What follows belongs to an exercise in optimizing a design on an open flow for small area; a production flow would make more cautious choices. In this exercise RTL edits were held to simulation tests only and were not proved equivalent to the original. Power is estimated from default activity; no workload was simulated.

==> flow/design.v (outline; a module is shown in full before it is edited, if it fits) <==
// module AndOrPC_W: 10 lines
// module Banco_Reg: 24 lines
// module Instr_Reg: 24 lines
// module Mult: 129 lines
// module RegDesloc: 26 lines
// module Registrador: 14 lines
// module ShiftLeft26_28MaisPcIg32: 8 lines
// module UnidadeDeControle: 1474 lines
// module div: 78 lines
// module exception_handler: 8 lines
// module load_half_byte: 11 lines
// module muxDivMult: 8 lines
// module mux_ALUSrca: 13 lines
// module mux_CB: 12 lines
// module mux_IorD: 10 lines
// module mux_PCSource: 15 lines
// module mux_RegDst: 7 lines
// module mux_alu_src_b: 11 lines
// module mux_div_mult_Hi: 8 lines
// module mux_div_mult_Lo: 8 lines
// module mux_memToReg: 14 lines
// module mux_shiftAmt: 13 lines
// module mux_shiftIn: 12 lines
// module mux_writememorysrc: 8 lines
// module shiftLeft32: 5 lines
// module sign_extend: 5 lines
// module storer_half_byte: 12 lines
// module ula32: 55 lines
// module CPU: 388 lines
module CPU (
    input wire clk,
    input wire reset,
    output wire [31:0] mem_addr,
    output wire [31:0] mem_wdata,
    output wire        mem_we,
    input  wire [31:0] mem_rdata
);
  // ...
==> flow/run.sh <==
#!/bin/bash
# synth_recipe.tcl (not shown) runs the flow's synth.tcl, then flattens the netlist and writes it again
# the make line also repeats each setting of config.mk as NAME=value (left out here)
make -C /OpenROAD-flow-scripts/flow DESIGN_CONFIG=/design/flow/config.mk WORK_HOME=/design/flow/orfs CLKGATE_MAP_FILE= SYNTH_SCRIPT=/design/flow/synth_recipe.tcl finish
==> flow/config.mk <==
export PLATFORM = sky130hd
export DESIGN_NAME = CPU
export DESIGN_NICKNAME = CPU
export VERILOG_FILES = /design/flow/design.v
export SDC_FILE = /design/flow/constraint.sdc
export NUM_CORES = 4
export LEC_CHECK = 0
export CAP_MARGIN = 20
export CORE_MARGIN = 2
export CORE_UTILIZATION = 40
export SLEW_MARGIN = 20
==> flow/constraint.sdc <==
create_clock -name core_clock -period 18.0 [get_ports {clk}]
set_input_delay 3.6000 -clock core_clock [delete_from_list [all_inputs] [get_ports {clk}]]
set_output_delay 3.6000 -clock core_clock [all_outputs]
set_load 0.01 [all_outputs]
==> summary.txt, run 1 <==
worst reg2reg setup slack: 0.59 ns
comb_multi_in: 8,462
yosys warns: 11
status: no timing/DRC/antenna violations
First-pass DRT Iterations: 9
cell family with most CP delay: adder cells
Biggest Area Class: multi-input gates
most common cell after layout, fill and taps aside: nand2_1
CP Capture Type: register
Synth Area in XOR/XNOR: 1.31%
Mapped Cells: 11,600
Sw Ratio: 48.4%
critical path class: register to register
GRT met3 Usage: 14.9%
initial antenna violation count: 48
GRT overflow: 0
slowest stage delay, CP: 0.51 ns
met3 wire len: 70,600 microns
Top pwr grp: combinational cells
ClkCell Share: 6.18%
port buffer count: 98
Critical R2R Launch: ctrl_unit.UlaFunct[1]
Worst-Margin Slew: 1.31 ns
# rows: 185
Synth Area in Compound Gates: 24.6%
drt first-iter violations: 15,800
Post-Layout Inst Area: 0.114 sq mm
RSZ-0062 raised after global routing: no
I/O pins: 99
area of the multi-input gates: 0.0533 sq mm
Bufs and invs on worst path: 9
Critical path origin: ctrl_unit.UlaFunct[1]
first-pass GRT wire length: 738,000 microns
Clock Latency Late Sink: 0.91 ns
==> module CPU, before the edit <==
module CPU (
    input wire clk,
    input wire reset,
    output wire [31:0] mem_addr,
    output wire [31:0] mem_wdata,
    output wire        mem_we,
    input  wire [31:0] mem_rdata
);
    wire PC_W;
    wire Mem_W;
    wire MDR_W;
    wire RAA_W;
    wire IR_W;
    wire RB_W;
    wire Reg_AB_W;
    wire ALU_Out_Reg_W;
    wire DivOuMultMemToReg;
    wire WriteMemSrc;
    wire PCWriteCond;
    wire EPC_W;
    wire HILO_W;
    wire divOrMult;
    wire [1:0] ShiftIn;
    wire [1:0] ShiftAmt;
    wire BHControl;
    wire [1:0] EC_CTRL;
    wire [1:0] regDST;
    wire [1:0] CB;
    wire [1:0] IorD;
    wire [1:0] ALUSrcA;
    wire [2:0] ALUSrcB;
    wire [2:0] PCSource;
    wire [2:0] memToReg;
    wire [2:0] ALUControl;
    wire [2:0] Shift;
    wire Flag_Overflow;
    wire Flag_Negativo;
    wire Flag_Zero;
    wire Flag_Igual;
    wire not_Flag_Igual;
    wire [4:0] Instr25_21;
    wire [4:0] Instr20_16;
    wire [4:0] MuxRegDst_Out;
    wire [5:0] Instr31_26;
    wire [31:0] PC_In;
    wire [31:0] PC_Out;
    wire [31:0] MuxIorD_Out;
    wire [31:0] MuxWriteMemSrc_Out;
    wire [31:0] Mem_Out;
    wire [31:0] MDR_Out;
    wire [31:0] RAA_Out;
    wire [15:0] Instr15_0;
    wire [31:0] MuxMemToReg_Out;
    wire [31:0] RegReadData1A;
    wire [31:0] RegReadData2B;
    wire [31:0] MuxALUSrcA_Out;
    wire [31:0] MuxALUSrcB_Out;
    wire [31:0] ALU_Out_Fio;
    assign not_Flag_Igual = ~Flag_Igual;
    wire Flag_Maior;
    wire not_Flag_Maior;
    assign not_Flag_Maior = ~Flag_Maior;
    wire Flag_Menor;
    wire mux_branch_out;
    wire divPor0;
    wire AndOrPC_W_out;
    wire [31:0] Reg_A_Out;
    wire [31:0] Reg_B_Out;
    wire [31:0] LOMult;
    wire [31:0] HIMult;
    wire [31:0] MuxDivMultHI_Out;
    wire [31:0] HI_Out;
    wire [31:0] MuxDivMultLO_Out;
    wire [31:0] LO_Out;
    wire [31:0] signExtend_out;
    wire [31:0] shiftLeft32_out;
    wire [31:0] mux_shiftIn_Out;
    wire [4:0] mux_shiftAmt_Out;
    wire [31:0] RegDesloc_Out;
    wire [31:0] EPC_Out;
    wire [31:0] address_routine;
    wire [31:0] address_atual_pc;
    wire [25:0] AuxiliarDesvioIncond;
    assign AuxiliarDesvioIncond={Instr15_0,Instr20_16,Instr25_21};
    wire [31:0] ShiftLeft26_28MaisPcIg32_out;
    wire [31:0] storer_half_byte_Out;
    wire [31:0] load_half_byte_Out;
    wire [31:0] div_OutLO;
    wire [31:0] div_OutHI;
    wire [31:0] ALU_Out_Reg_Out;
    wire [31:0] mux_PCSource_out;
    wire [31:0] MUX_memoryToReg_out;
    wire [31:0] mux_div_mult_out;
    wire [1:0] EC_CTRL_fazNada;
    Registrador PC(
        clk,
        reset,
        AndOrPC_W_out,
        PC_In,
        PC_Out
    );
    assign mem_addr  = MuxIorD_Out;
    assign mem_wdata = MuxWriteMemSrc_Out;
    assign mem_we    = Mem_W;
    assign Mem_Out   = mem_rdata;
    Registrador MDR(   
        clk,
        reset,
        MDR_W,
        Mem_Out,
        MDR_Out
    );
    Registrador RAA(   
        clk,
        reset,
        RAA_W,
        Mem_Out,
        RAA_Out
    );
    Instr_Reg IR(
        clk,
        reset,
        IR_W,
        Mem_Out,
        Instr31_26,  
        Instr25_21,  
        Instr20_16,  
        Instr15_0    
    );
    Banco_Reg BancoDeReg(
        clk,
        reset,
        RB_W,
        Instr25_21,
        Instr20_16,
        MuxRegDst_Out,
        MuxMemToReg_Out,
        RegReadData1A,
        RegReadData2B
    );
    Registrador Reg_A(
        clk,
        reset,
        Reg_AB_W,
        RegReadData1A,
        Reg_A_Out
    );
    Registrador Reg_B(
        clk,
        reset,
        Reg_AB_W,
        RegReadData2B,
        Reg_B_Out
    );
    ula32 ULA(
        MuxALUSrcA_Out,
        MuxALUSrcB_Out,
        ALUControl,
        ALU_Out_Fio,
        Flag_Overflow,
        Flag_Negativo,
        Flag_Zero,
        Flag_Igual,
        Flag_Maior,
        Flag_Menor
    );
    Registrador ALU_Out_Reg(
        clk,
        reset,
        ALU_Out_Reg_W,
        ALU_Out_Fio,
        ALU_Out_Reg_Out
    );
    mux_RegDst MUX_reg_DST(  
        regDST,
        Instr20_16,
        Instr15_0[15:11],
        MuxRegDst_Out
    ); 
    Mult Multiplicador(
        clk,
        reset,
        Reg_A_Out,
        Reg_B_Out,
        LOMult,
        HIMult
    );
    Registrador HI(
        clk,
        reset,
        HILO_W,
        MuxDivMultHI_Out,
        HI_Out
    );
    Registrador LO(
        clk,
        reset,
        HILO_W,
        MuxDivMultLO_Out,
        LO_Out
    );
    sign_extend signExtend(
        Instr15_0,
        signExtend_out
    );
    shiftLeft32 shift_left_2(
        signExtend_out, 
        shiftLeft32_out
    );
    mux_shiftIn MuxShiftIn(
        ShiftIn,
        Reg_A_Out,
        Reg_B_Out,
        signExtend_out,  
        mux_shiftIn_Out
    );
    mux_shiftAmt MuxShiftAmt(
        ShiftAmt,
        Reg_B_Out,
        Instr15_0,
        MDR_Out,
        mux_shiftAmt_Out
    );
    RegDesloc RegDeDeslocamento(
        clk,
        reset,
        Shift,  
        mux_shiftAmt_Out,  
        mux_shiftIn_Out,
        RegDesloc_Out
    );
    exception_handler tratador_exception(
        .ec_control(EC_CTRL),
        .pc_data(PC_Out),
        .new_pc(address_routine),
        .old_pc(address_atual_pc)
    );
    Registrador EPC(
        clk,
        reset,
        EPC_W,
        address_atual_pc,
        EPC_Out
    );
    ShiftLeft26_28MaisPcIg32 ShiftLeft26Para28MaisPcIg32(
        AuxiliarDesvioIncond,
        PC_Out,
        ShiftLeft26_28MaisPcIg32_out
    );
    mux_CB MUX_branch (
        CB,
        Flag_Igual, 
        not_Flag_Igual, 
        Flag_Maior,
        not_Flag_Maior,  
        mux_branch_out
    );
    AndOrPC_W PCWriteAndCond(
        mux_branch_out,
        PCWriteCond,
        PC_W,
        AndOrPC_W_out
    );
    mux_alu_src_b MUX_aluSrc_B(
        .selector(ALUSrcB),
        .data_0(Reg_B_Out),
        .data_2(signExtend_out),
        .data_3(MDR_Out),
        .data_4(shiftLeft32_out),
        .data_out(MuxALUSrcB_Out)
    );
    storer_half_byte storeByteHalf(
        BHControl,
        MDR_Out,
        Reg_B_Out,
        storer_half_byte_Out
    );
    load_half_byte LoadByteHalf(
        BHControl,
        MDR_Out,
        load_half_byte_Out
    );
    div divisor(
        Reg_A_Out,
        Reg_B_Out,
        reset,
        clk,
        div_OutLO,
        div_OutHI,
        divPor0
    );
   mux_div_mult_Hi muxDivMultHi(
       divOrMult,
       div_OutHI,
       HIMult,
       MuxDivMultHI_Out
   );
    mux_div_mult_Lo muxDivMultLo(
       divOrMult,
       div_OutLO,
       LOMult,
       MuxDivMultLO_Out
   );
    mux_IorD MuxIOrD(
      ALU_Out_Reg_Out,
      PC_Out,
      address_routine, 
      MuxIorD_Out,
      IorD
    );
    mux_writememorysrc MuxWriteMem(
      WriteMemSrc,
      storer_half_byte_Out,
      Reg_B_Out,
      MuxWriteMemSrc_Out
    );
    mux_ALUSrca MuxALUSrcA(
        ALUSrcA,
        PC_Out,
        RAA_Out,
        Reg_A_Out,
        MuxALUSrcA_Out
    );
    mux_PCSource MUX_PCSrc(
        .selector(PCSource),
        .data_0(ShiftLeft26_28MaisPcIg32_out),
        .data_1(Reg_A_Out),
        .data_2(ALU_Out_Fio),
        .data_3(EPC_Out),
        .data_4(ALU_Out_Reg_Out),
        .data_5(load_half_byte_Out),
        .data_out(mux_PCSource_out)
    );
    assign PC_In = mux_PCSource_out;
    muxDivMult MUX_div_mult(
        DivOuMultMemToReg,
        LO_Out,
        HI_Out,
        mux_div_mult_out
    );
    mux_memToReg MUX_memoryToReg(
        memToReg,
        PC_Out, 
        Flag_Menor, 
        RegDesloc_Out, 
        mux_div_mult_out,
        MDR_Out, 
        ALU_Out_Reg_Out, 
        load_half_byte_Out,
		  MuxMemToReg_Out
    );
    UnidadeDeControle ctrl_unit(
        clk,
        reset,
        Instr15_0[5:0],
        divPor0,
        Instr31_26, 
        Flag_Overflow,
        PC_W,
        Mem_W,
        MDR_W,
        RAA_W,
        IR_W,
        RB_W,
        Reg_AB_W,
        EPC_W,
        HILO_W,
        ALU_Out_Reg_W,
        PCWriteCond,
        DivOuMultMemToReg,
        divOrMult,
        WriteMemSrc,
        ShiftIn,
        ShiftAmt,
        EC_CTRL_fazNada,
        regDST,
        CB, 
        IorD,
        ALUSrcA,
        ALUSrcB,
        PCSource,
        memToReg,
        Shift,
        BHControl,
        ALUControl,
        EC_CTRL 
    );
endmodule
==> run 2, diff against run 1 <==
--- a/flow/design.v
+++ b/flow/design.v
@@ -2028,383 +2028,168 @@
     output wire        mem_we,
     input  wire [31:0] mem_rdata
 );
-    wire PC_W;
-    wire Mem_W;
-    wire MDR_W;
-    wire RAA_W;
-    wire IR_W;
-    wire RB_W;
-    wire Reg_AB_W;
-    wire ALU_Out_Reg_W;
-    wire DivOuMultMemToReg;
-    wire WriteMemSrc;
-    wire PCWriteCond;
-    wire EPC_W;
-    wire HILO_W;
-    wire divOrMult;
-    wire [1:0] ShiftIn;
-    wire [1:0] ShiftAmt;
+    wire PC_W, Mem_W, MDR_W, RAA_W, IR_W, RB_W, Reg_AB_W, EPC_W, HILO_W;
+    wire ALU_Out_Reg_W, PCWriteCond, DivOuMultMemToReg, divOrMult, WriteMemSrc;
+    wire [1:0] ShiftIn, ShiftAmt, EC_CTRL_fazNada, regDST, CB, IorD, ALUSrcA, EC_CTRL;
+    wire [2:0] ALUSrcB, PCSource, memToReg, Shift, ALUControl;
     wire BHControl;
-    wire [1:0] EC_CTRL;
-    wire [1:0] regDST;
-    wire [1:0] CB;
-    wire [1:0] IorD;
-    wire [1:0] ALUSrcA;
-    wire [2:0] ALUSrcB;
-    wire [2:0] PCSource;
-    wire [2:0] memToReg;
-    wire [2:0] ALUControl;
-    wire [2:0] Shift;
     wire Flag_Overflow;
-    wire Flag_Negativo;
-    wire Flag_Zero;
-    wire Flag_Igual;
-    wire not_Flag_Igual;
-    wire [4:0] Instr25_21;
-    wire [4:0] Instr20_16;
-    wire [4:0] MuxRegDst_Out;
-    wire [5:0] Instr31_26;
-    wire [31:0] PC_In;
-    wire [31:0] PC_Out;
-    wire [31:0] MuxIorD_Out;
-    wire [31:0] MuxWriteMemSrc_Out;
-    wire [31:0] Mem_Out;
-    wire [31:0] MDR_Out;
-    wire [31:0] RAA_Out;
-    wire [15:0] Instr15_0;
-    wire [31:0] MuxMemToReg_Out;
-    wire [31:0] RegReadData1A;
-    wire [31:0] RegReadData2B;
-    wire [31:0] MuxALUSrcA_Out;
-    wire [31:0] MuxALUSrcB_Out;
-    wire [31:0] ALU_Out_Fio;
-    assign not_Flag_Igual = ~Flag_Igual;
-    wire Flag_Maior;
-    wire not_Flag_Maior;
-    assign not_Flag_Maior = ~Flag_Maior;
-    wire Flag_Menor;
-    wire mux_branch_out;
-    wire divPor0;
-    wire AndOrPC_W_out;
-    wire [31:0] Reg_A_Out;
-    wire [31:0] Reg_B_Out;
-    wire [31:0] LOMult;
-    wire [31:0] HIMult;
-    wire [31:0] MuxDivMultHI_Out;
-    wire [31:0] HI_Out;
-    wire [31:0] MuxDivMultLO_Out;
-    wire [31:0] LO_Out;
-    wire [31:0] signExtend_out;
-    wire [31:0] shiftLeft32_out;
-    wire [31:0] mux_shiftIn_Out;
-    wire [4:0] mux_shiftAmt_Out;
-    wire [31:0] RegDesloc_Out;
-    wire [31:0] EPC_Out;
-    wire [31:0] address_routine;
-    wire [31:0] address_atual_pc;
-    wire [25:0] AuxiliarDesvioIncond;
-    assign AuxiliarDesvioIncond={Instr15_0,Instr20_16,Instr25_21};
-    wire [31:0] ShiftLeft26_28MaisPcIg32_out;
-    wire [31:0] storer_half_byte_Out;
-    wire [31:0] load_half_byte_Out;
-    wire [31:0] div_OutLO;
-    wire [31:0] div_OutHI;
-    wire [31:0] ALU_Out_Reg_Out;
-    wire [31:0] mux_PCSource_out;
-    wire [31:0] MUX_memoryToReg_out;
-    wire [31:0] mux_div_mult_out;
-    wire [1:0] EC_CTRL_fazNada;
-    Registrador PC(
-        clk,
-        reset,
-        AndOrPC_W_out,
-        PC_In,
-        PC_Out
-    );
-    assign mem_addr  = MuxIorD_Out;
-    assign mem_wdata = MuxWriteMemSrc_Out;
+    reg [31:0] PC, MDR, RAA, IR, A, B, ALUOut, HI, LO, EPC;
+    wire [5:0]  opcode = IR[31:26];
+    wire [4:0]  rs     = IR[25:21];
+    wire [4:0]  rt     = IR[20:16];
+    wire [4:0]  rd     = IR[15:11];
+    wire [15:0] imm    = IR[15:0];
+    wire [31:0] sext   = {{16{imm[15]}}, imm};
+    reg  [1023:0] rf;
+    reg  [31:0]   rf_v;
+    reg  [4:0]    wa;
+    reg  [31:0]   wd;
+    wire [31:0]   rd1, rd2;
+    always @(*) begin
+        case (regDST)
+            2'd0: wa = rd;
+            2'd1: wa = 5'd31;
+            2'd2: wa = 5'd29;
+            default: wa = rt;
+        endcase
+    end
+    genvar g;
+    generate
+        for (g = 0; g < 32; g = g + 1) begin : g_rf
+            wire we_g = RB_W && (wa == g);
+            always @(posedge clk) begin
+                if (we_g)
+                    rf[g*32 +: 32] <= wd;
+            end
+            always @(posedge clk or posedge reset) begin
+                if (reset)
+                    rf_v[g] <= 1'b0;
+                else if (we_g)
+                    rf_v[g] <= 1'b1;
+            end
+        end
+    endgenerate
+    reg [31:0] rd1_r, rd2_r;
+    integer i;
+    always @(*) begin
+        rd1_r = 32'd0;
+        rd2_r = 32'd0;
+        for (i = 0; i < 32; i = i + 1) begin
+            rd1_r = rd1_r | (rf[i*32 +: 32] & {32{rf_v[i] && (rs == i)}});
+            rd2_r = rd2_r | (rf[i*32 +: 32] & {32{rf_v[i] && (rt == i)}});
+        end
+    end
+    assign rd1 = rd1_r;
+    assign rd2 = rd2_r;
+    wire [31:0] srcA = ALUSrcA[1] ? (ALUSrcA[0] ? 32'd16 : A) : (ALUSrcA[0] ? RAA : PC);
+    reg  [31:0] srcB;
+    always @(*) begin
+        case (ALUSrcB)
+            3'd0: srcB = B;
+            3'd1: srcB = 32'd4;
+            3'd2: srcB = sext;
+            3'd3: srcB = MDR;
+            default: srcB = {sext[29:0], 2'b00};
+        endcase
+    end
+    wire [31:0] nB   = (ALUControl == 3'd1) ? srcB : ~srcB;
+    wire        cin  = ALUControl[1];
+    wire [32:0] sum  = {1'b0, srcA} + {1'b0, nB} + {32'd0, cin};
+    wire        c31  = sum[31] ^ srcA[31] ^ nB[31];
+    wire        ovf  = sum[32] ^ c31;
+    wire [31:0] soma = sum[31:0];
+    wire [31:0] alu  = (ALUControl == 3'd3) ? (srcA & srcB) :
+                       (ALUControl == 3'd7) ? 32'd0 : soma;
+    wire Igual = (soma == 32'd0) & ~ovf;
+    wire Maior = ((~soma[31] & ~ovf) | (ovf & ~srcA[31])) & ~Igual;
+    wire Menor = (soma[31] & ~ovf) | (ovf & srcA[31]);
+    assign Flag_Overflow = ovf;
+    reg [31:0] mA, mQ;
+    reg        mQm1;
+    reg [6:0]  mCnt;
+    reg        mInit, mChg;
+    reg [31:0] HIh, LOh;
+    wire        restart = mInit | mChg;
+    wire [31:0] a0  = restart ? 32'd0 : mA;
+    wire [31:0] q0  = restart ? B : mQ;
+    wire        qm0 = restart ? 1'b0 : mQm1;
+    wire [6:0]  c0  = restart ? 7'd32 : mCnt;
+    wire [31:0] a1  = (q0[0] == qm0) ? a0 : (q0[0] ? a0 - A : a0 + A);
+    wire [31:0] a2  = {a1[31], a1[31:1]};
+    wire [31:0] q2  = {a1[0], q0[31:1]};
+    wire [6:0]  c1  = c0 - 7'd1;
+    always @(posedge clk) begin
+        mA   <= a2;
+        mQ   <= q2;
+        mQm1 <= q0[0];
+        mCnt <= c1;
+        mChg <= (rd1 != A) | (rd2 != B);
+        if (reset) begin
+            mInit <= 1'b1;
+            HIh   <= 32'd0;
+            LOh   <= 32'd0;
+        end else begin
+            mInit <= 1'b0;
+            if (c1 == 7'd0) begin
+                HIh <= a2;
+                LOh <= q2;
+            end
+        end
+    end
+    wire cond = CB[1] ? (CB[0] ? ~Maior : Maior) : (CB[0] ? ~Igual : Igual);
+    wire [31:0] ldbh = BHControl ? {16'd0, MDR[15:0]} : {24'd0, MDR[7:0]};
+    reg  [31:0] pc_in;
+    always @(*) begin
+        case (PCSource)
+            3'd0: pc_in = {PC[31:28], imm, rt, rs, 2'b00};
+            3'd1: pc_in = A;
+            3'd2: pc_in = alu;
+            3'd3: pc_in = EPC;
+            3'd4, 3'd6: pc_in = ALUOut;
+            default: pc_in = ldbh;
+        endcase
+    end
+    wire pc_ld = PC_W | (PCWriteCond & cond);
+    always @(*) begin
+        case (memToReg)
+            3'd0: wd = PC;
+            3'd1: wd = {31'd0, Menor};
+            3'd2: wd = 32'd0;
+            3'd3: wd = DivOuMultMemToReg ? LO : HI;
+            3'd4: wd = 32'd227;
+            3'd5: wd = MDR;
+            3'd6: wd = ALUOut;
+            default: wd = ldbh;
+        endcase
+    end
+    always @(posedge clk or posedge reset) begin
+        if (reset) begin
+            PC <= 32'd0; MDR <= 32'd0; RAA <= 32'd0; IR <= 32'd0;
+            A <= 32'd0; B <= 32'd0; ALUOut <= 32'd0;
+            HI <= 32'd0; LO <= 32'd0; EPC <= 32'd0;
+        end else begin
+            if (pc_ld) PC <= pc_in;
+            if (MDR_W) MDR <= mem_rdata;
+            if (RAA_W) RAA <= mem_rdata;
+            if (IR_W)  IR  <= mem_rdata;
+            A <= rd1;
+            B <= rd2;
+            if (ALU_Out_Reg_W) ALUOut <= alu;
+            if (HILO_W) begin HI <= HIh; LO <= LOh; end
+            if (EPC_W) EPC <= PC;
+        end
+    end
+    wire [31:0] routine = EC_CTRL[1] ? 32'd255 : (EC_CTRL[0] ? 32'd254 : 32'd253);
+    assign mem_addr  = IorD[1] ? routine : (IorD[0] ? ALUOut : PC);
+    assign mem_wdata = WriteMemSrc ? B :
+                       (BHControl ? {MDR[31:16], B[15:0]} : {MDR[31:8], B[7:0]});
     assign mem_we    = Mem_W;
-    assign Mem_Out   = mem_rdata;
-    Registrador MDR(   
-        clk,
-        reset,
-        MDR_W,
-        Mem_Out,
-        MDR_Out
-    );
-    Registrador RAA(   
-        clk,
-        reset,
-        RAA_W,
-        Mem_Out,
-        RAA_Out
-    );
-    Instr_Reg IR(
-        clk,
-        reset,
-        IR_W,
-        Mem_Out,
-        Instr31_26,  
-        Instr25_21,  
-        Instr20_16,  
-        Instr15_0    
-    );
-    Banco_Reg BancoDeReg(
-        clk,
-        reset,
-        RB_W,
-        Instr25_21,
-        Instr20_16,
-        MuxRegDst_Out,
-        MuxMemToReg_Out,
-        RegReadData1A,
-        RegReadData2B
-    );
-    Registrador Reg_A(
-        clk,
-        reset,
-        Reg_AB_W,
-        RegReadData1A,
-        Reg_A_Out
-    );
-    Registrador Reg_B(
-        clk,
-        reset,
-        Reg_AB_W,
-        RegReadData2B,
-        Reg_B_Out
-    );
-    ula32 ULA(
-        MuxALUSrcA_Out,
-        MuxALUSrcB_Out,
-        ALUControl,
-        ALU_Out_Fio,
-        Flag_Overflow,
-        Flag_Negativo,
-        Flag_Zero,
-        Flag_Igual,
-        Flag_Maior,
-        Flag_Menor
-    );
-    Registrador ALU_Out_Reg(
-        clk,
-        reset,
-        ALU_Out_Reg_W,
-        ALU_Out_Fio,
-        ALU_Out_Reg_Out
-    );
-    mux_RegDst MUX_reg_DST(  
-        regDST,
-        Instr20_16,
-        Instr15_0[15:11],
-        MuxRegDst_Out
-    ); 
-    Mult Multiplicador(
-        clk,
-        reset,
-        Reg_A_Out,
-        Reg_B_Out,
-        LOMult,
-        HIMult
-    );
-    Registrador HI(
-        clk,
-        reset,
-        HILO_W,
-        MuxDivMultHI_Out,
-        HI_Out
-    );
-    Registrador LO(
-        clk,
-        reset,
-        HILO_W,
-        MuxDivMultLO_Out,
-        LO_Out
-    );
-    sign_extend signExtend(
-        Instr15_0,
-        signExtend_out
-    );
-    shiftLeft32 shift_left_2(
-        signExtend_out, 
-        shiftLeft32_out
-    );
-    mux_shiftIn MuxShiftIn(
-        ShiftIn,
-        Reg_A_Out,
-        Reg_B_Out,
-        signExtend_out,  
-        mux_shiftIn_Out
-    );
-    mux_shiftAmt MuxShiftAmt(
-        ShiftAmt,
-        Reg_B_Out,
-        Instr15_0,
-        MDR_Out,
-        mux_shiftAmt_Out
-    );
-    RegDesloc RegDeDeslocamento(
-        clk,
-        reset,
-        Shift,  
-        mux_shiftAmt_Out,  
-        mux_shiftIn_Out,
-        RegDesloc_Out
-    );
-    exception_handler tratador_exception(
-        .ec_control(EC_CTRL),
-        .pc_data(PC_Out),
-        .new_pc(address_routine),
-        .old_pc(address_atual_pc)
-    );
-    Registrador EPC(
-        clk,
-        reset,
-        EPC_W,
-        address_atual_pc,
-        EPC_Out
-    );
-    ShiftLeft26_28MaisPcIg32 ShiftLeft26Para28MaisPcIg32(
-        AuxiliarDesvioIncond,
-        PC_Out,
-        ShiftLeft26_28MaisPcIg32_out
-    );
-    mux_CB MUX_branch (
-        CB,
-        Flag_Igual, 
-        not_Flag_Igual, 
-        Flag_Maior,
-        not_Flag_Maior,  
-        mux_branch_out
-    );
-    AndOrPC_W PCWriteAndCond(
-        mux_branch_out,
-        PCWriteCond,
-        PC_W,
-        AndOrPC_W_out
-    );
-    mux_alu_src_b MUX_aluSrc_B(
-        .selector(ALUSrcB),
-        .data_0(Reg_B_Out),
-        .data_2(signExtend_out),
-        .data_3(MDR_Out),
-        .data_4(shiftLeft32_out),
-        .data_out(MuxALUSrcB_Out)
-    );
-    storer_half_byte storeByteHalf(
-        BHControl,
-        MDR_Out,
-        Reg_B_Out,
-        storer_half_byte_Out
-    );
-    load_half_byte LoadByteHalf(
-        BHControl,
-        MDR_Out,
-        load_half_byte_Out
-    );
-    div divisor(
-        Reg_A_Out,
-        Reg_B_Out,
-        reset,
-        clk,
-        div_OutLO,
-        div_OutHI,
-        divPor0
-    );
-   mux_div_mult_Hi muxDivMultHi(
-       divOrMult,
-       div_OutHI,
-       HIMult,
-       MuxDivMultHI_Out
-   );
-    mux_div_mult_Lo muxDivMultLo(
-       divOrMult,
-       div_OutLO,
-       LOMult,
-       MuxDivMultLO_Out
-   );
-    mux_IorD MuxIOrD(
-      ALU_Out_Reg_Out,
-      PC_Out,
-      address_routine, 
-      MuxIorD_Out,
-      IorD
-    );
-    mux_writememorysrc MuxWriteMem(
-      WriteMemSrc,
-      storer_half_byte_Out,
-      Reg_B_Out,
-      MuxWriteMemSrc_Out
-    );
-    mux_ALUSrca MuxALUSrcA(
-        ALUSrcA,
-        PC_Out,
-        RAA_Out,
-        Reg_A_Out,
-        MuxALUSrcA_Out
-    );
-    mux_PCSource MUX_PCSrc(
-        .selector(PCSource),
-        .data_0(ShiftLeft26_28MaisPcIg32_out),
-        .data_1(Reg_A_Out),
-        .data_2(ALU_Out_Fio),
-        .data_3(EPC_Out),
-        .data_4(ALU_Out_Reg_Out),
-        .data_5(load_half_byte_Out),
-        .data_out(mux_PCSource_out)
-    );
-    assign PC_In = mux_PCSource_out;
-    muxDivMult MUX_div_mult(
-        DivOuMultMemToReg,
-        LO_Out,
-        HI_Out,
-        mux_div_mult_out
-    );
-    mux_memToReg MUX_memoryToReg(
-        memToReg,
-        PC_Out, 
-        Flag_Menor, 
-        RegDesloc_Out, 
-        mux_div_mult_out,
-        MDR_Out, 
-        ALU_Out_Reg_Out, 
-        load_half_byte_Out,
-		  MuxMemToReg_Out
-    );
     UnidadeDeControle ctrl_unit(
-        clk,
-        reset,
-        Instr15_0[5:0],
-        divPor0,
-        Instr31_26, 
-        Flag_Overflow,
-        PC_W,
-        Mem_W,
-        MDR_W,
-        RAA_W,
-        IR_W,
-        RB_W,
-        Reg_AB_W,
-        EPC_W,
-        HILO_W,
-        ALU_Out_Reg_W,
-        PCWriteCond,
-        DivOuMultMemToReg,
-        divOrMult,
-        WriteMemSrc,
-        ShiftIn,
-        ShiftAmt,
-        EC_CTRL_fazNada,
-        regDST,
-        CB, 
-        IorD,
-        ALUSrcA,
-        ALUSrcB,
-        PCSource,
-        memToReg,
-        Shift,
-        BHControl,
-        ALUControl,
-        EC_CTRL 
+        clk, reset, imm[5:0], 1'b1, opcode, Flag_Overflow,
+        PC_W, Mem_W, MDR_W, RAA_W, IR_W, RB_W, Reg_AB_W, EPC_W, HILO_W,
+        ALU_Out_Reg_W, PCWriteCond, DivOuMultMemToReg, divOrMult, WriteMemSrc,
+        ShiftIn, ShiftAmt, EC_CTRL_fazNada, regDST, CB, IorD, ALUSrcA, ALUSrcB,
+        PCSource, memToReg, Shift, BHControl, ALUControl, EC_CTRL
     );
 endmodule
==> run 2 against run 1 <==
  * Critical path type unchanged
  * Core utilization is 0.58 points higher
  * Hold slack worse by 0.0041 ns
  * Final cell count is 40% lower
==> summary.txt, run 2 <==
crit path capture: ctrl_unit.estado_atual[3] (was PC.Saida[12])
Slew HR: 19.4% (was 12.4%)
max cap viols: 0 (unchanged)
Synth area leaders: edfxtp_1 41%, dfrtp_1 12%, a22oi_1 8.3% (was dfrtp_1 34%, dfxtp_1 8.4%, nand2_1 7.6%)
CTS Sinks: 1,558 (was 1,866)
CP Capture Type: register (unchanged)
Max Buffers Root-to-Sink: 3 (unchanged)
initial antenna violation count: 27 (was 48)
final wirelength: 363,000 microns (was 531,000 microns)
critical path class: register to register (unchanged)
area leader, netlist: edfxtp_1 (was dfrtp_1)
Post-synth EDFFs: 1,024 (was 64)
period utilization: 42.5% (was 96.7%)
Layout Nets: 6,379 (was 11,400)
Fin Setup TNS: 0 ns (unchanged)
yosys warns: 2 (was 11)
top cell type's share of synthesized area: 41.3% (was 33.8%)
Reg with most FFs: rf (was BancoDeReg.Reg)
LEAKAGE: 29.6 nW (was 46.8 nW)
Worst-Margin Slew: 1.21 ns (was 1.31 ns)
GRT overflow: 0 (unchanged)
layout cell share with drive strength beyond 1: 15.6% (was 10.8%)
Synth top cells by count: 1,024 x edfxtp_1, 822 x a22oi_1, 451 x clkbuf_1 (was 2,063 x nand2_1, 1,470 x o21ai_0, 1,376 x dfrtp_1)
TritonCTS clock tree: done (unchanged)
status: no timing/DRC/antenna violations (unchanged)
worst r2r path cells: 24 (was 50)
P_int: 9.50 mW (was 10.9 mW)
Clock Latency Late Sink: 0.85 ns (was 0.91 ns)
share of flip-flops with an asynchronous set or reset: 22.5% (was 73.7%)
first-pass GRT wire length: 491,000 microns (was 738,000 microns)
setup repair bufs after CTS: 0 (unchanged)
Most used DFF post-synth: edfxtp_1 (was dfrtp_1)
most common cell after layout, fill and taps aside: edfxtp_1 (was nand2_1)
Post-CTS Hold Buffers: 0 (unchanged)
H-tree depth: 4 (unchanged)
total number of vias: 64,500 (was 101,000)
Mapped Cells: 6,263 (was 11,600)
port buffer count: 98 (unchanged)
min Tclk post-route: 7.65 ns (was 17.41 ns)
RSZ-0062 raised after global routing: no (unchanged)
worst reg2reg setup slack: 10.35 ns (was 0.59 ns)
commonest non-fill, non-tap cells in the layout: 1,024 x edfxtp_1, 822 x a22oi_1, 379 x nand2_1 (was 2,058 x nand2_1, 1,437 x o21ai_0, 1,376 x dfrtp_1)
pwr dens: 204 mW/mm^2 (was 185 mW/mm^2)
Sw Ratio: 45.0% (was 48.4%)
Chip Width: 436 microns (was 509 microns)
I/O pins: 99 (unchanged)
sequential share of power: 34.3% (was 28.8%)
antenna-violating nets left: 0 (unchanged)
sequential-to-total area share from yosys stat: 58.0% (was 44.1%)
final setup fails: 0 (unchanged)
Post-Layout Inst Area: 0.0846 sq mm (was 0.114 sq mm)
Comb power frac: 45.0% (was 50.0%)
sw power: 7.77 mW (was 10.2 mW)
GPL Wtd Cong: 1.00 (was 1.04)
drt wl/cell: 40.9 microns (was 36.0 microns)
Max Clk Rate: 0.131 GHz (was 0.0574 GHz)
Placeable Area: 0.185 sq mm (was 0.254 sq mm)
largest net degree at the start of global routing: 77 (was 165)
Req. time, crit path: 18.74 ns (was 18.72 ns)
vias per inst: 7.25 (was 6.84)
Yosys cell types: 103 (was 108)
Worst Hold Class: register to register (unchanged)
clock power share: 20.7% (was 21.1%)
Global Route Usage Sum: 36.9% (was 39.9%)
Crit Path Max Fanout: 35 (was 14)
detailed placement HPWL: 224,000 microns (was 338,000 microns)
DIE AREA: 0.190 sq mm (was 0.259 sq mm)
count leader, synth: edfxtp_1 (was nand2_1)
crit start category: register (unchanged)
# rows: 158 (was 185)
Critical path origin: ctrl_unit.ALUSrcA[0] (was ctrl_unit.UlaFunct[1])
Initial Util: 40.2% (was 40.1%)
Critical R2R Launch: ctrl_unit.ALUSrcA[0] (was ctrl_unit.UlaFunct[1])
vias in the first global route: 60,100 (was 94,800)
final hold violations: 0 (unchanged)
Slew Viols, Final: 0 (unchanged)
DRC: 0 (unchanged)
Mapped Avg Cell Area: 11.9 sq um (was 8.81 sq um)
First-pass DRT Iterations: 10 (was 9)
CTS root buffer: clkbuf_16 (unchanged)
Post-DP Area: 0.0789 sq mm (was 0.107 sq mm)
Syn Nets: 6,381 (was 11,700)
r2r endpoint: ctrl_unit.estado_atual[3] (was PC.Saida[12])
clk slew on worst S/H paths: 0.06 ns (about the same)
layout filler cell count: 16,800 (was 24,700)
Post-Syn Area: 0.0745 sq mm (was 0.102 sq mm)
TritonCTS buffer count: 161 (was 202)
worst vdd ir: 0.189 mV (was 0.166 mV)
skew final: 0.0535 ns (was 0.0984 ns)
drt first-iter violations: 13,900 (was 15,800)
CTS resizes: 0 (unchanged)
Arr. time, crit path: 8.38 ns (was 18.13 ns)
number of flip-flops in the largest register: 1,024 (unchanged)
Area Growth Syn to Fin: 13.5% (was 12.4%)
#FFs+latches synth: 1,558 (was 1,866)
chip height: 436 microns (was 509 microns)
==> run 2: stage by stage <==
stage               hold WS [ns]  power (mW)  setup WS [ns]  utilization (%)  cells
floorplan                  0.404        9.86           4.41                -   6263
global placement           0.413        13.3          10.59             42.6   8574
detailed placement         0.429        13.3          10.54             42.6   8576
CTS                        0.444        16.8          10.49             45.6   8871
global route               0.470        17.7           9.96             45.6   8874
finish                     0.438        17.3          10.35             45.7   8895
==> run 2: routing by layer <==
| layer | part of all wire (%) | vias to the layer above | track usage, % | wire, microns |
|---|---|---|---|---|
| met5 | 0.11 | - | 0.781 | 403 |
| met4 | 9.1 | 32 | 26.3 | 33100 |
| met3 | 16 | 1881 | 16.5 | 57000 |
| met2 | 41 | 6526 | 52.9 | 149000 |
| met1 | 34 | 31300 | 43.9 | 123000 |
| li1 | - | 24700 | - | - |
==> run 2: worst min-delay path by stage <==
| stage | startpoint | to | slack, ns | cells past startpoint |
|---|---|---|---|---|
| 3_5_place_dp | mCnt[0] | mCnt[0] | 0.43 | 1 |
| 2_1_floorplan | mCnt[0] | mCnt[0] | 0.40 | 1 |
| 6_report | mCnt[0] | mCnt[0] | 0.44 | 1 |
| 3_3_place_gp | mCnt[0] | mCnt[0] | 0.41 | 1 |
| 4_1_cts | mCnt[0] | mCnt[0] | 0.44 | 1 |
| 5_1_grt | HIh[7] | HIh[7] | 0.47 | 2 |
==> run 2: logic make-up (layout without fill, tap and decap cells) <==
group,Yosys count,after routing,share of synthesized area (%)
xor+xnor,181,181,2.13
buf+inv,571,701,2.99
compound gates,1913,1913,18.5
simple gates,1505,1505,10.3
flops,1558,1558,58.0
fa+ha+maj,84,84,1.44
other cells,0,22,0
mux,451,451,6.63
==> run 2: power by group through the flow <==
| stage | Clock [mW] | Sequential, mW | Combinational (mW) |
|---|---|---|---|
| 5_1_grt | 3.71 | 5.96 | 8.00 |
| 4_1_cts | 3.56 | 5.87 | 7.42 |
| 6_report | 3.57 | 5.92 | 7.78 |
| 2_1_floorplan | 0 | 5.41 | 4.45 |
| 3_3_place_gp | 0 | 5.93 | 7.37 |
| 3_5_place_dp | 0 | 5.93 | 7.38 |
==> run 2: worst max-delay path, cell delays in order, from the launching register on <==
cell and delay [ns]:
dfxtp_2 0.31, buf_4 0.58, nor2b_2 0.07, buf_4 0.30, a21oi_1 0.31, fa_1 0.31
inv_1 0.07, fa_1 0.42, a211oi_2 0.41, o21ai_2 0.21, a2111oi_2 0.53, nor4_1 0.13
or2_2 0.31, o211ai_1 0.56, xor2_1 0.14, buf_4 0.22, o21ai_0 0.45, inv_1 0.14
ha_1 0.21, or3_1 0.42, o21ai_0 0.37, o21a_1 0.23, a22o_1 0.41, nor4_1 0.11
a211oi_1 0.25
==> run 2: area by class of cell <==
cell class | count | area, sq um | share of cell area, %
Multi-Input combinational cell | 4134 | 29600 | 35.0
Clock buffer | 195 | 4270 | 5.05
Clock inverter | 100 | 1270 | 1.50
Inverter | 66 | 255 | 0.302
Sequential cell | 1558 | 43200 | 51.1
Antenna cell | 22 | 55.1 | 0.0651
Tap cell | 2480 | 3100 | 3.67
Timing Repair Buffer | 340 | 2850 | 3.37
==> run 3, diff against run 2 <==
==> flow/design.v (replaced) <==
module CPU (
    input wire clk,
    input wire reset,
    output wire [31:0] mem_addr,
    output wire [31:0] mem_wdata,
    output wire        mem_we,
    input  wire [31:0] mem_rdata
);
    reg [31:0] PC, MDR, RAA, A, B, ALUOut, HI, LO, EPC;
    reg [5:0]  IR_op;
    reg [9:0]  IR_rsrt;
    reg [15:0] IR_imm;
    wire [31:0] IR = {IR_op, IR_rsrt, IR_imm};
    wire [5:0]  opcode = IR[31:26];
    wire [5:0]  funct  = IR[5:0];
    wire [4:0]  rs     = IR[25:21];
    wire [4:0]  rt     = IR[20:16];
    wire [4:0]  rd     = IR[15:11];
    wire [15:0] imm    = IR[15:0];
    wire [31:0] sext   = {{16{imm[15]}}, imm};
    localparam [4:0]
        S_B    = 5'd0,  S_LS   = 5'd1,  S_LD   = 5'd2,  S_LX   = 5'd3,
        S_SW   = 5'd4,  S_SBH  = 5'd5,  S_ARI  = 5'd6,  S_ADDI = 5'd7,
        S_SLTI = 5'd8,  S_SLT  = 5'd9,  S_J    = 5'd10, S_JAL  = 5'd11,
        S_MULT = 5'd12, S_MF   = 5'd13, S_JR   = 5'd14, S_SHF  = 5'd15,
        S_S2R  = 5'd16, S_BR   = 5'd17, S_ADDM = 5'd18, S_SLLM = 5'd19,
        S_LUI  = 5'd20, S_EXC  = 5'd21;
    reg [4:0] st, st_n;
    reg [4:0] cnt, cnt_n;
    reg PC_W, Mem_W, MDR_W, RAA_W, IR_W, RB_W, EPC_W, HILO_W, AOW, PWC;
    reg [1:0] IorD, EC, RegDST, CB, SrcA;
    reg [2:0] SrcB, PCSrc, MemToReg;
    reg       AluSub, AluAnd, DivOuMult, WMS;
    reg PC_W_n, Mem_W_n, MDR_W_n, RAA_W_n, IR_W_n, RB_W_n, EPC_W_n, HILO_W_n, AOW_n, PWC_n;
    reg [1:0] IorD_n, EC_n, RegDST_n, CB_n, SrcA_n;
    reg [2:0] SrcB_n, PCSrc_n, MemToReg_n;
    reg       AluSub_n, AluAnd_n, DivOuMult_n, WMS_n;
    wire ovf;
    wire op_ls = (opcode == 6'd32) | (opcode == 6'd33) | (opcode == 6'd35) |
                 (opcode == 6'd40) | (opcode == 6'd41) | (opcode == 6'd43);
    always @(*) begin
        st_n = st;
        cnt_n = cnt;
        PC_W_n = 1'b0; Mem_W_n = 1'b0; MDR_W_n = 1'b0; RAA_W_n = 1'b0;
        IR_W_n = 1'b0; RB_W_n = 1'b0; EPC_W_n = 1'b0; HILO_W_n = 1'b0;
        AOW_n = 1'b0; PWC_n = 1'b0;
        IorD_n = IorD;
        EC_n = EC;
        DivOuMult_n = DivOuMult;
        RegDST_n = 2'd0;
        MemToReg_n = 3'd6;
        CB_n = CB;
        PCSrc_n = 3'd2;
        WMS_n = 1'b1;
        SrcA_n = SrcA;
        SrcB_n = SrcB;
        AluSub_n = AluSub;
        AluAnd_n = AluAnd;
        if (reset) begin
            RB_W_n = 1'b1;
            MemToReg_n = 3'd4;
            RegDST_n = 2'd2;
            IorD_n = 2'd0;
            EC_n = 2'd0;
            st_n = S_B;
            cnt_n = 5'd0;
        end else if (st == S_EXC || (ovf && (st == S_ARI || st == S_ADDI))) begin
            if (st != S_EXC) begin
                cnt_n = 5'd0;
                EC_n = 2'd1;
            end
            if (cnt_n == 5'd3) begin
                cnt_n = 5'd0;
                st_n = S_B;
            end else begin
                MDR_W_n = 1'b1;
                EPC_W_n = 1'b1;
                IorD_n = 2'd2;
                cnt_n = cnt_n + 5'd1;
                st_n = S_EXC;
            end
        end else begin
            case (st)
            S_B: begin
                AOW_n = 1'b1;
                IorD_n = 2'd0;
                SrcA_n = 2'd0;
                AluSub_n = 1'b0;
                AluAnd_n = 1'b0;
                if (cnt != 5'd3) begin
                    PC_W_n = 1'b1;
                    MDR_W_n = 1'b1;
                    IR_W_n = 1'b1;
                    SrcB_n = 3'd1;
                    PCSrc_n = 3'd2;
                    cnt_n = cnt + 5'd1;
                end else begin
                    SrcB_n = 3'd4;
                    cnt_n = 5'd0;
                    case (opcode)
                    6'd0: begin
                        case (funct)
                        6'd32, 6'd36, 6'd34: st_n = S_ARI;
                        6'd26: begin st_n = S_EXC; EC_n = 2'd2; end
                        6'd24: st_n = S_MULT;
                        6'd8:  begin st_n = S_JR; PCSrc_n = 3'd1; end
                        6'd19: begin st_n = S_JR; PCSrc_n = 3'd3; end
                        6'd16: begin st_n = S_MF; DivOuMult_n = 1'b1; end
                        6'd18: begin st_n = S_MF; DivOuMult_n = 1'b0; end
                        6'd0, 6'd4, 6'd3, 6'd7, 6'd2: st_n = S_SHF;
                        6'd42: st_n = S_SLT;
                        6'd5:  st_n = S_ADDM;
                        default: st_n = S_B;
                        endcase
                    end
                    6'd8, 6'd9: st_n = S_ADDI;
                    6'd4: begin st_n = S_BR; CB_n = 2'd0; end
                    6'd5: begin st_n = S_BR; CB_n = 2'd1; end
                    6'd6: begin st_n = S_BR; CB_n = 2'd3; end
                    6'd7: begin st_n = S_BR; CB_n = 2'd2; end
                    6'd1: st_n = S_SLLM;
                    6'd32, 6'd33, 6'd35, 6'd40, 6'd41, 6'd43: st_n = S_LS;
                    6'd15: st_n = S_LUI;
                    6'd10: st_n = S_SLTI;
                    6'd2: st_n = S_J;
                    6'd3: st_n = S_JAL;
                    default: begin st_n = S_EXC; EC_n = 2'd0; end
                    endcase
                end
            end
            S_LS: begin
                AOW_n = 1'b1;
                SrcA_n = 2'd1;
                SrcB_n = 3'd2;
                AluSub_n = 1'b0;
                AluAnd_n = 1'b0;
                cnt_n = 5'd0;
                if (opcode == 6'd43)
                    st_n = S_SW;
                else if (op_ls)
                    st_n = S_LD;
            end
            S_LD: begin
                IorD_n = 2'd1;
                if (cnt != 5'd3) begin
                    MDR_W_n = 1'b1;
                    cnt_n = cnt + 5'd1;
                end else begin
                    cnt_n = 5'd0;
                    if (opcode == 6'd32 || opcode == 6'd33 || opcode == 6'd35)
                        st_n = S_LX;
                    else if (opcode == 6'd40 || opcode == 6'd41)
                        st_n = S_SBH;
                end
            end
            S_LX: begin
                RB_W_n = 1'b1;
                RegDST_n = 2'd3;
                MemToReg_n = (opcode == 6'd35) ? 3'd5 : 3'd7;
                cnt_n = 5'd0;
                st_n = S_B;
            end
            S_SW: begin
                Mem_W_n = 1'b1;
                IorD_n = 2'd1;
                WMS_n = 1'b1;
                if (cnt == 5'd0) begin
                    cnt_n = 5'd1;
                end else begin
                    cnt_n = 5'd0;
                    st_n = S_B;
                end
            end
            S_SBH: begin
                Mem_W_n = 1'b1;
                IorD_n = 2'd1;
                WMS_n = 1'b0;
                cnt_n = 5'd1;
                st_n = S_B;
            end
            S_ARI: begin
                if (cnt == 5'd0) begin
                    AOW_n = 1'b1;
                    SrcA_n = 2'd2;
                    SrcB_n = 3'd0;
                    if (funct == 6'd36) begin
                        AluSub_n = 1'b1; AluAnd_n = 1'b1;
                    end else if (funct == 6'd34) begin
                        AluSub_n = 1'b1; AluAnd_n = 1'b0;
                    end else begin
                        AluSub_n = 1'b0; AluAnd_n = 1'b0;
                    end
                    cnt_n = 5'd1;
                end else begin
                    RB_W_n = 1'b1;
                    RegDST_n = 2'd3;
                    MemToReg_n = 3'd6;
                    cnt_n = 5'd0;
                    st_n = S_B;
                end
            end
            S_ADDI: begin
                if (cnt == 5'd0) begin
                    AOW_n = 1'b1;
                    SrcA_n = 2'd2;
                    SrcB_n = 3'd2;
                    AluSub_n = 1'b0;
                    AluAnd_n = 1'b0;
                    cnt_n = 5'd1;
                end else begin
                    RB_W_n = 1'b1;
                    RegDST_n = 2'd0;
                    MemToReg_n = 3'd6;
                    cnt_n = 5'd0;
                    st_n = S_B;
                end
            end
            S_SLTI, S_SLT: begin
                SrcA_n = 2'd2;
                SrcB_n = (st == S_SLTI) ? 3'd2 : 3'd0;
                AluSub_n = 1'b1;
                AluAnd_n = 1'b0;
                if (cnt == 5'd0) begin
                    cnt_n = 5'd1;
                end else begin
                    RB_W_n = 1'b1;
                    RegDST_n = (st == S_SLTI) ? 2'd0 : 2'd3;
                    MemToReg_n = 3'd1;
                    cnt_n = 5'd0;
                    st_n = S_B;
                end
            end
            S_J: begin
                PC_W_n = 1'b1;
                PCSrc_n = 3'd0;
                cnt_n = 5'd0;
                st_n = S_B;
            end
            S_JAL: begin
                RB_W_n = 1'b1;
                RegDST_n = 2'd1;
                MemToReg_n = 3'd0;
                cnt_n = 5'd0;
                st_n = S_J;
            end
            S_MULT: begin
                if (cnt != 5'd31) begin
                    cnt_n = cnt + 5'd1;
                end else begin
                    HILO_W_n = 1'b1;
                    cnt_n = 5'd0;
                    st_n = S_B;
                end
            end
            S_MF: begin
                RB_W_n = 1'b1;
                RegDST_n = 2'd0;
                MemToReg_n = 3'd3;
                cnt_n = 5'd0;
                st_n = S_B;
            end
            S_JR: begin
                PC_W_n = 1'b1;
                PCSrc_n = PCSrc;
                cnt_n = 5'd0;
                st_n = S_B;
            end
            S_SHF: begin
                cnt_n = 5'd0;
                st_n = S_S2R;
            end
            S_S2R: begin
                RB_W_n = 1'b1;
                RegDST_n = 2'd3;
                MemToReg_n = 3'd2;
                cnt_n = 5'd0;
                st_n = S_B;
            end
            S_BR: begin
                PWC_n = 1'b1;
                SrcA_n = 2'd2;
                SrcB_n = 3'd0;
                AluSub_n = 1'b1;
                AluAnd_n = 1'b0;
                PCSrc_n = 3'd4;
                cnt_n = 5'd0;
                st_n = S_B;
            end
            S_ADDM: begin
                if (cnt <= 5'd2) begin
                    RAA_W_n = 1'b1;
                    cnt_n = cnt + 5'd1;
                end else if (cnt <= 5'd5) begin
                    MDR_W_n = 1'b1;
                    AOW_n = 1'b1;
                    SrcA_n = 2'd1;
                    SrcB_n = 3'd3;
                    AluSub_n = 1'b0;
                    AluAnd_n = 1'b0;
                    cnt_n = cnt + 5'd1;
                end else begin
                    RB_W_n = 1'b1;
                    RegDST_n = 2'd3;
                    MemToReg_n = 3'd6;
                    cnt_n = 5'd0;
                    st_n = S_B;
                end
            end
            S_SLLM: begin
                if (cnt == 5'd0) begin
                    AOW_n = 1'b1;
                    SrcA_n = 2'd2;
                    SrcB_n = 3'd2;
                    AluSub_n = 1'b0;
                    AluAnd_n = 1'b0;
                    cnt_n = 5'd1;
                end else if (cnt <= 5'd3) begin
                    MDR_W_n = 1'b1;
                    IorD_n = 2'd1;
                    cnt_n = cnt + 5'd1;
                end else if (cnt == 5'd4) begin
                    cnt_n = 5'd5;
                end else begin
                    RB_W_n = 1'b1;
                    RegDST_n = 2'd0;
                    MemToReg_n = 3'd2;
                    cnt_n = 5'd0;
                    st_n = S_B;
                end
            end
            S_LUI: begin
                if (cnt == 5'd0) begin
                    cnt_n = 5'd1;
                end else begin
                    RB_W_n = 1'b1;
                    RegDST_n = 2'd0;
                    MemToReg_n = 3'd2;
                    cnt_n = 5'd0;
                    st_n = S_B;
                end
            end
            default: begin
                st_n = S_B;
                cnt_n = 5'd0;
            end
            endcase
        end
    end
    always @(posedge clk) begin
        st <= st_n; cnt <= cnt_n;
        PC_W <= PC_W_n; Mem_W <= Mem_W_n; MDR_W <= MDR_W_n; RAA_W <= RAA_W_n;
        IR_W <= IR_W_n; RB_W <= RB_W_n; EPC_W <= EPC_W_n; HILO_W <= HILO_W_n;
        AOW <= AOW_n; PWC <= PWC_n;
        IorD <= IorD_n; EC <= EC_n; RegDST <= RegDST_n; CB <= CB_n;
        SrcA <= SrcA_n; SrcB <= SrcB_n; PCSrc <= PCSrc_n; MemToReg <= MemToReg_n;
        AluSub <= AluSub_n; AluAnd <= AluAnd_n; DivOuMult <= DivOuMult_n; WMS <= WMS_n;
    end
    reg  [1023:0] rf;
    reg  [31:0]   rf_v;
    reg  [4:0]    wa;
    reg  [31:0]   wd;
    always @(*) begin
        case (RegDST)
            2'd0: wa = rd;
            2'd1: wa = 5'd31;
            2'd2: wa = 5'd29;
            default: wa = rt;
        endcase
    end
    genvar g;
    generate
        for (g = 0; g < 32; g = g + 1) begin : g_rf
            wire we_g = RB_W && (wa == g);
            always @(posedge clk) begin
                if (we_g)
                    rf[g*32 +: 32] <= wd;
            end
            always @(posedge clk or posedge reset) begin
                if (reset)
                    rf_v[g] <= 1'b0;
                else if (we_g)
                    rf_v[g] <= 1'b1;
            end
        end
    endgenerate
    wire [31:0] sel1, sel2, rd1, rd2;
    rf_dec   u_dec1 (.idx(rs), .v(rf_v), .sel(sel1));
    rf_dec   u_dec2 (.idx(rt), .v(rf_v), .sel(sel2));
    rf_andor u_rd1  (.rf(rf), .sel(sel1), .q(rd1));
    rf_andor u_rd2  (.rf(rf), .sel(sel2), .q(rd2));
    wire [31:0] srcA = SrcA[1] ? A : (SrcA[0] ? (RAA & {32{RAA_v}}) : PC);
    reg  [31:0] srcB;
    always @(*) begin
        case (SrcB)
            3'd0: srcB = B;
            3'd1: srcB = 32'd4;
            3'd2: srcB = sext;
            3'd3: srcB = MDR;
            default: srcB = {sext[29:0], 2'b00};
        endcase
    end
    wire [31:0] alu;
    wire Igual, Maior, Menor;
    alu32 u_alu (.a(srcA), .b(srcB), .sub(AluSub), .and_op(AluAnd), .y(alu),
                 .ovf(ovf), .igual(Igual), .maior(Maior), .menor(Menor));
    reg [31:0] mA, mQ;
    reg        mQm1;
    reg [6:0]  mCnt;
    reg        mInit, mChg;
    reg [31:0] HIh, LOh;
    wire        restart = mInit | mChg;
    wire [31:0] a2, q2;
    wire        q0b;
    wire [6:0]  c1;
    booth_step u_booth (.restart(restart), .mA(mA), .mQ(mQ), .mQm1(mQm1), .mCnt(mCnt),
                        .M(A), .Q(B), .a2(a2), .q2(q2), .q0b(q0b), .c1(c1));
    reg        HIh_v;
    wire       m_cap = ~reset & (c1 == 7'd0);
    always @(posedge clk) begin
        mA   <= a2;
        mQ   <= q2;
        mQm1 <= q0b;
        mCnt <= c1;
        mChg <= (rd1 != A) | (rd2 != B);
        mInit <= reset;
        HIh_v <= ~reset & (HIh_v | m_cap);
        if (m_cap) begin
            HIh <= a2;
            LOh <= q2;
        end
    end
    wire cond = CB[1] ? (CB[0] ? ~Maior : Maior) : (CB[0] ? ~Igual : Igual);
    wire [31:0] ldbh = IR[26] ? {16'd0, MDR[15:0]} : {24'd0, MDR[7:0]};
    reg  [31:0] pc_in;
    always @(*) begin
        case (PCSrc)
            3'd0: pc_in = {PC[31:28], imm, rt, rs, 2'b00};
            3'd1: pc_in = A;
            3'd2: pc_in = alu;
            3'd3: pc_in = EPC & {32{EPC_v}};
            default: pc_in = ALUOut;
        endcase
    end
    wire pc_ld = PC_W | (PWC & cond);
    always @(*) begin
        case (MemToReg)
            3'd0: wd = PC;
            3'd1: wd = {31'd0, Menor};
            3'd2: wd = 32'd0;
            3'd3: wd = (DivOuMult ? LO : HI) & {32{HILO_v}};
            3'd4: wd = 32'd227;
            3'd5: wd = MDR;
            3'd6: wd = ALUOut;
            default: wd = ldbh;
        endcase
    end
    always @(posedge clk) begin
        if (MDR_W) MDR <= mem_rdata;
        if (AOW) ALUOut <= alu;
        A <= rd1;
        B <= rd2;
        if (RAA_W) RAA <= mem_rdata;
        if (IR_W) begin
            IR_op  <= mem_rdata[31:26];
            IR_imm <= mem_rdata[15:0];
        end
        if (HILO_W) begin HI <= HIh; LO <= LOh; end
        if (EPC_W) EPC <= PC;
    end
    reg RAA_v, HILO_v, EPC_v;
    always @(posedge clk or posedge reset) begin
        if (reset) begin
            PC <= 32'd0;
            IR_rsrt <= 10'd0;
            RAA_v <= 1'b0; HILO_v <= 1'b0; EPC_v <= 1'b0;
        end else begin
            if (pc_ld) PC <= pc_in;
            if (IR_W) IR_rsrt <= mem_rdata[25:16];
            if (RAA_W) RAA_v <= 1'b1;
            if (HILO_W) HILO_v <= HIh_v;
            if (EPC_W) EPC_v <= 1'b1;
        end
    end
    wire [31:0] routine = EC[1] ? 32'd255 : (EC[0] ? 32'd254 : 32'd253);
    assign mem_addr  = IorD[1] ? routine : (IorD[0] ? ALUOut : PC);
    assign mem_wdata = WMS ? B : (IR[26] ? {MDR[31:16], B[15:0]} : {MDR[31:8], B[7:0]});
    assign mem_we    = Mem_W;
endmodule
module rf_dec (
    input  wire [4:0]  idx,
    input  wire [31:0] v,
    output wire [31:0] sel
);
    genvar g;
    generate
        for (g = 0; g < 32; g = g + 1) begin : g_sel
            assign sel[g] = v[g] & (idx == g);
        end
    endgenerate
endmodule
module rf_andor (
    input  wire [1023:0] rf,
    input  wire [31:0]   sel,
    output wire [31:0]   q
);
    genvar b, j;
    generate
        for (b = 0; b < 32; b = b + 1) begin : g_bit
            wire [31:0] col;
            for (j = 0; j < 32; j = j + 1) begin : g_col
                assign col[j] = rf[j*32 + b];
            end
            rf_bit u_bit (.d(col), .sel(sel), .y(q[b]));
        end
    endgenerate
endmodule
module rf_bit (
    input  wire [31:0] d,
    input  wire [31:0] sel,
    output wire        y
);
    wire [10:0] n;
    genvar k;
    generate
        for (k = 0; k < 10; k = k + 1) begin : g_grp
            aoi222 u_grp (.a0(d[3*k]), .b0(sel[3*k]), .a1(d[3*k+1]), .b1(sel[3*k+1]),
                          .a2(d[3*k+2]), .b2(sel[3*k+2]), .y(n[k]));
        end
    endgenerate
    assign n[10] = ~((d[30] & sel[30]) | (d[31] & sel[31]));
    assign y = ~&n;
endmodule
module aoi222 (
    input  wire a0, b0, a1, b1, a2, b2,
    output wire y
);
    assign y = ~((a0 & b0) | (a1 & b1) | (a2 & b2));
endmodule
module alu32 (
    input  wire [31:0] a,
    input  wire [31:0] b,
    input  wire        sub,
    input  wire        and_op,
    output wire [31:0] y,
    output wire        ovf,
    output wire        igual,
    output wire        maior,
    output wire        menor
);
    wire [31:0] nb = sub ? ~b : b;
    wire [31:0] soma;
    wire [32:0] c;
    ripple_add #(32) u_add (.a(a), .b(nb), .cin(sub), .s(soma), .c(c));
    assign ovf   = c[32] ^ c[31];
    assign y     = and_op ? (a & b) : soma;
    assign igual = (soma == 32'd0) & ~ovf;
    assign maior = ((~soma[31] & ~ovf) | (ovf & ~a[31])) & ~igual;
    assign menor = (soma[31] & ~ovf) | (ovf & a[31]);
endmodule
module booth_step (
    input  wire        restart,
    input  wire [31:0] mA,
    input  wire [31:0] mQ,
    input  wire        mQm1,
    input  wire [6:0]  mCnt,
    input  wire [31:0] M,
    input  wire [31:0] Q,
    output wire [31:0] a2,
    output wire [31:0] q2,
    output wire        q0b,
    output wire [6:0]  c1
);
    wire [31:0] a0  = restart ? 32'd0 : mA;
    wire [31:0] q0  = restart ? Q : mQ;
    wire        qm0 = restart ? 1'b0 : mQm1;
    wire [6:0]  c0  = restart ? 7'd32 : mCnt;
    wire        en  = q0[0] ^ qm0;
    wire        sb  = q0[0];
    wire [31:0] ad  = {32{en}} & (M ^ {32{sb}});
    wire [31:0] a1;
    wire [32:0] ac;
    ripple_add #(32) u_add (.a(a0), .b(ad), .cin(en & sb), .s(a1), .c(ac));
    assign a2  = {a1[31], a1[31:1]};
    assign q2  = {a1[0], q0[31:1]};
    assign q0b = q0[0];
    assign c1  = c0 - 7'd1;
endmodule
module ripple_add #(parameter W = 32) (
    input  wire [W-1:0] a,
    input  wire [W-1:0] b,
    input  wire         cin,
    output wire [W-1:0] s,
    output wire [W:0]   c
);
    assign c[0] = cin;
    genvar k;
    generate
        for (k = 0; k < W; k = k + 1) begin : g_bit
            assign s[k]   = a[k] ^ b[k] ^ c[k];
            assign c[k+1] = (a[k] & b[k]) | (c[k] & (a[k] | b[k]));
        end
    endgenerate
endmodule
==> flow/config.mk (replaced) <==
export PLATFORM = sky130hd
export DESIGN_NAME = CPU
export DESIGN_NICKNAME = CPU
export VERILOG_FILES = /design/flow/design.v
export SDC_FILE = /design/flow/constraint.sdc
export NUM_CORES = 4
export LEC_CHECK = 0
export CAP_MARGIN = 5
export CORE_MARGIN = 2
export CORE_UTILIZATION = 50
export CTS_BUF_LIST = sky130_fd_sc_hd__clkbuf_16
export CTS_CLUSTER_DIAMETER = 60
export CTS_CLUSTER_SIZE = 24
export PLACE_DENSITY = 0.65
export SLEW_MARGIN = 5
export SYNTH_HIERARCHICAL = 1
==> run 3 against run 2 <==
  * Count of clock-buffer cells in the layout fell by 75
  * Non-clock buffer count fell by 77
  * Clock skew rose by 0.0087 ns
  * Combinational power fell by 48%
  * Sequential power fell by 15%
  * Critical path depth rose by 21
  * Largest cell class unchanged
  * Critical path type unchanged
  * Die area fell by 29%
  * Global-route usage fell by 0.93 points
  * Worst setup slack got worse by 9.6 ns
  * First-iteration DRC count fell by 20%
  * Hold slack got worse by 0.027 ns
  * Via count fell by 25%
==> summary.txt, run 3 <==
status: no timing/DRC/antenna violations (unchanged)
min Tclk post-route: 17.26 ns (was 7.65 ns)
Comb power frac: 33.9% (was 45.0%)
port buffer count: 98 (unchanged)
chip height: 368 microns (was 436 microns)
hold_sp: LOh[22] (was mCnt[0])
First-pass DRT Iterations: 17 (was 10)
Sw Ratio: 38.4% (was 45.0%)
most used cell, CP: fa_1 (was buf_4)
number of flip-flops in the largest register: 1,024 (unchanged)
period utilization: 95.9% (was 42.5%)
Global Route Usage Sum: 36.0% (was 36.9%)
GPL Wtd Cong: 0.993 (was 1.00)
Slew HR: 18.6% (was 19.4%)
final hold violations: 0 (unchanged)
Clock Latency Late Sink: 0.80 ns (was 0.85 ns)
Reg with most FFs: rf (unchanged)
LEAKAGE: 25.5 nW (was 29.6 nW)
first-pass GRT wire length: 344,000 microns (was 491,000 microns)
# rows: 133 (was 158)
Max Clk Rate: 0.0579 GHz (was 0.131 GHz)
clk slew on worst S/H paths: 0.08 ns (was 0.06 ns)
DP Cell Count: 6,294 (was 8,576)
Crit Path Max Fanout: 56 (was 35)
setup repair bufs after CTS: 0 (unchanged)
cell family with most CP delay: adder cells (was compound AO/OA/AOI/OAI gates)
TritonCTS clock tree: done (unchanged)
CTS resizes: 0 (unchanged)
antenna-violating nets left: 0 (unchanged)
Mapped Cells: 4,447 (was 6,263)
Area Growth Syn to Fin: 12.5% (was 13.5%)
sequential share of power: 41.8% (was 34.3%)
pwr dens: 161 mW/mm^2 (was 204 mW/mm^2)
fin cells: 6,520 (was 8,895)
Bufs and invs on worst path: 2 (was 5)
commonest non-fill, non-tap cells in the layout: 1,312 x edfxtp_1, 643 x a222oi_1, 213 x nand2_1 (was 1,024 x edfxtp_1, 822 x a22oi_1, 379 x nand2_1)
Critical-path top delay cell: and2_1 (was buf_4)
Arr. time, crit path: 17.89 ns (was 8.38 ns)
largest net degree at the start of global routing: 65 (was 77)
final setup fails: 0 (unchanged)
drt first-iter violations: 11,100 (was 13,900)
Req. time, crit path: 18.63 ns (was 18.74 ns)
total number of vias: 48,400 (was 64,500)
most common cell after layout, fill and taps aside: edfxtp_1 (unchanged)
sw power: 4.61 mW (was 7.77 mW)
drt wl/cell: 38.4 microns (was 40.9 microns)
Post-CTS Hold Buffers: 0 (unchanged)
RSZ-0062 raised after global routing: no (unchanged)
vias in the first global route: 45,100 (was 60,100)
yosys warns: 7 (was 2)
vias per inst: 7.42 (was 7.25)
clock power share: 24.3% (was 20.7%)
Worst Hold Class: register to register (unchanged)
Critical R2R Launch: SrcB[1] (was ctrl_unit.ALUSrcA[0])
crit start category: register (unchanged)
Initial Util: 50.4% (was 40.2%)
Mapped Avg Cell Area: 14.9 sq um (was 11.9 sq um)
Max Buffers Root-to-Sink: 3 (unchanged)
TritonCTS buffer count: 117 (was 161)
max cap viols: 0 (unchanged)
Placeable Area: 0.132 sq mm (was 0.185 sq mm)
Layout Nets: 4,767 (was 6,379)
layout cell share with drive strength beyond 1: 13.2% (was 15.6%)
final wirelength: 251,000 microns (was 363,000 microns)
Critical path origin: SrcB[1] (was ctrl_unit.ALUSrcA[0])
CTS Sinks: 1,561 (was 1,558)
Worst-Margin Slew: 1.22 ns (was 1.21 ns)
skew final: 0.0622 ns (was 0.0535 ns)
Slew Viols, Final: 0 (unchanged)
H-tree depth: 3 (was 4)
CP Capture Type: register (unchanged)
DRC: 0 (unchanged)
Chip Width: 368 microns (was 436 microns)
I/O pins: 99 (unchanged)
critical path class: register to register (unchanged)
slowest stage delay, CP: 0.63 ns (was 0.58 ns)
detailed placement HPWL: 156,000 microns (was 224,000 microns)
GRT overflow: 0 (unchanged)
Fin Setup TNS: 0 ns (unchanged)
worst vdd ir: 0.118 mV (was 0.189 mV)
P_int: 7.39 mW (was 9.50 mW)
CTS root buffer: clkbuf_16 (unchanged)
initial antenna violation count: 9 (was 27)
Post-Syn Area: 0.0664 sq mm (was 0.0745 sq mm)
Syn Nets: 4,556 (was 6,381)
DIE AREA: 0.136 sq mm (was 0.190 sq mm)
==> run 3: worst paths after layout <==
path | end | slack [ns] | cells after the start
worst max-delay path | PC[16] | 0.74 | 45
worst min-delay path | LO[22] | 0.41 | 0
worst max register to register | PC[16] | 0.74 | 45
worst min register to register | LO[22] | 0.41 | 0
max in group asynchronous | rf_v[1] | 13.24 | 4
min in group asynchronous | PC[11] | 3.54 | 3
==> run 3: area by class of cell <==
type / count / area [sq um]
multi-input combinational: 2651 / 20900
sequential: 1561 / 44800
tap: 1755 / 2200
inverter: 64 / 241
fill: 10500 / 57000
timing repair buffer: 263 / 2220
antenna: 2 / 5.00
clock inverter: 104 / 1310
clock buffer: 120 / 3000
==> run 3: metrics by stage <==
step | worst slack (ns) | cell area, sq um | util, % | power, mW | hold WS [ns]
6_report | 0.741 | 74700 | 56.7 | 12.0 | 0.411
5_1_grt | 0.275 | 74700 | 56.7 | 12.3 | 0.426
4_1_cts | 0.937 | 74700 | 56.7 | 11.8 | 0.413
3_5_place_dp | 0.977 | 70400 | 53.4 | 8.95 | 0.405
3_3_place_gp | 1.10 | 70400 | 53.4 | 8.91 | 0.401
2_1_floorplan | 1.96 | 66400 | - | 7.10 | 0.400
==> run 3: power by group through the flow <==
| stage | combinational [mW] | sequential [mW] | clock, mW |
|---|---|---|---|
| 6_report | 4.06 | 5.01 | 2.92 |
| 5_1_grt | 4.18 | 5.03 | 3.06 |
| 4_1_cts | 3.90 | 4.98 | 2.93 |
| 3_5_place_dp | 3.89 | 5.06 | 0 |
| 3_3_place_gp | 3.86 | 5.05 | 0 |
| 2_1_floorplan | 2.26 | 4.84 | 0 |
==> run 3: per-layer routing <==
metal	GRT usage [%]	vias to the layer above	share of wire, %	wire length (microns)
met5	0.142	-	0.043	109
met4	23.1	8	7.8	19600
met3	9.79	678	14	34600
met2	53.3	4043	43	109000
met1	46.9	24100	35	87300
li1	-	19500	-	-

Check on run 3: ideal ports give 0.741 ns setup slack; a clkbuf_16 on the clock port and buf_2 on the inputs give 0.741 ns; moving port delays by the midpoint clock arrival (0.855 ns) as well gives 0.741 ns.
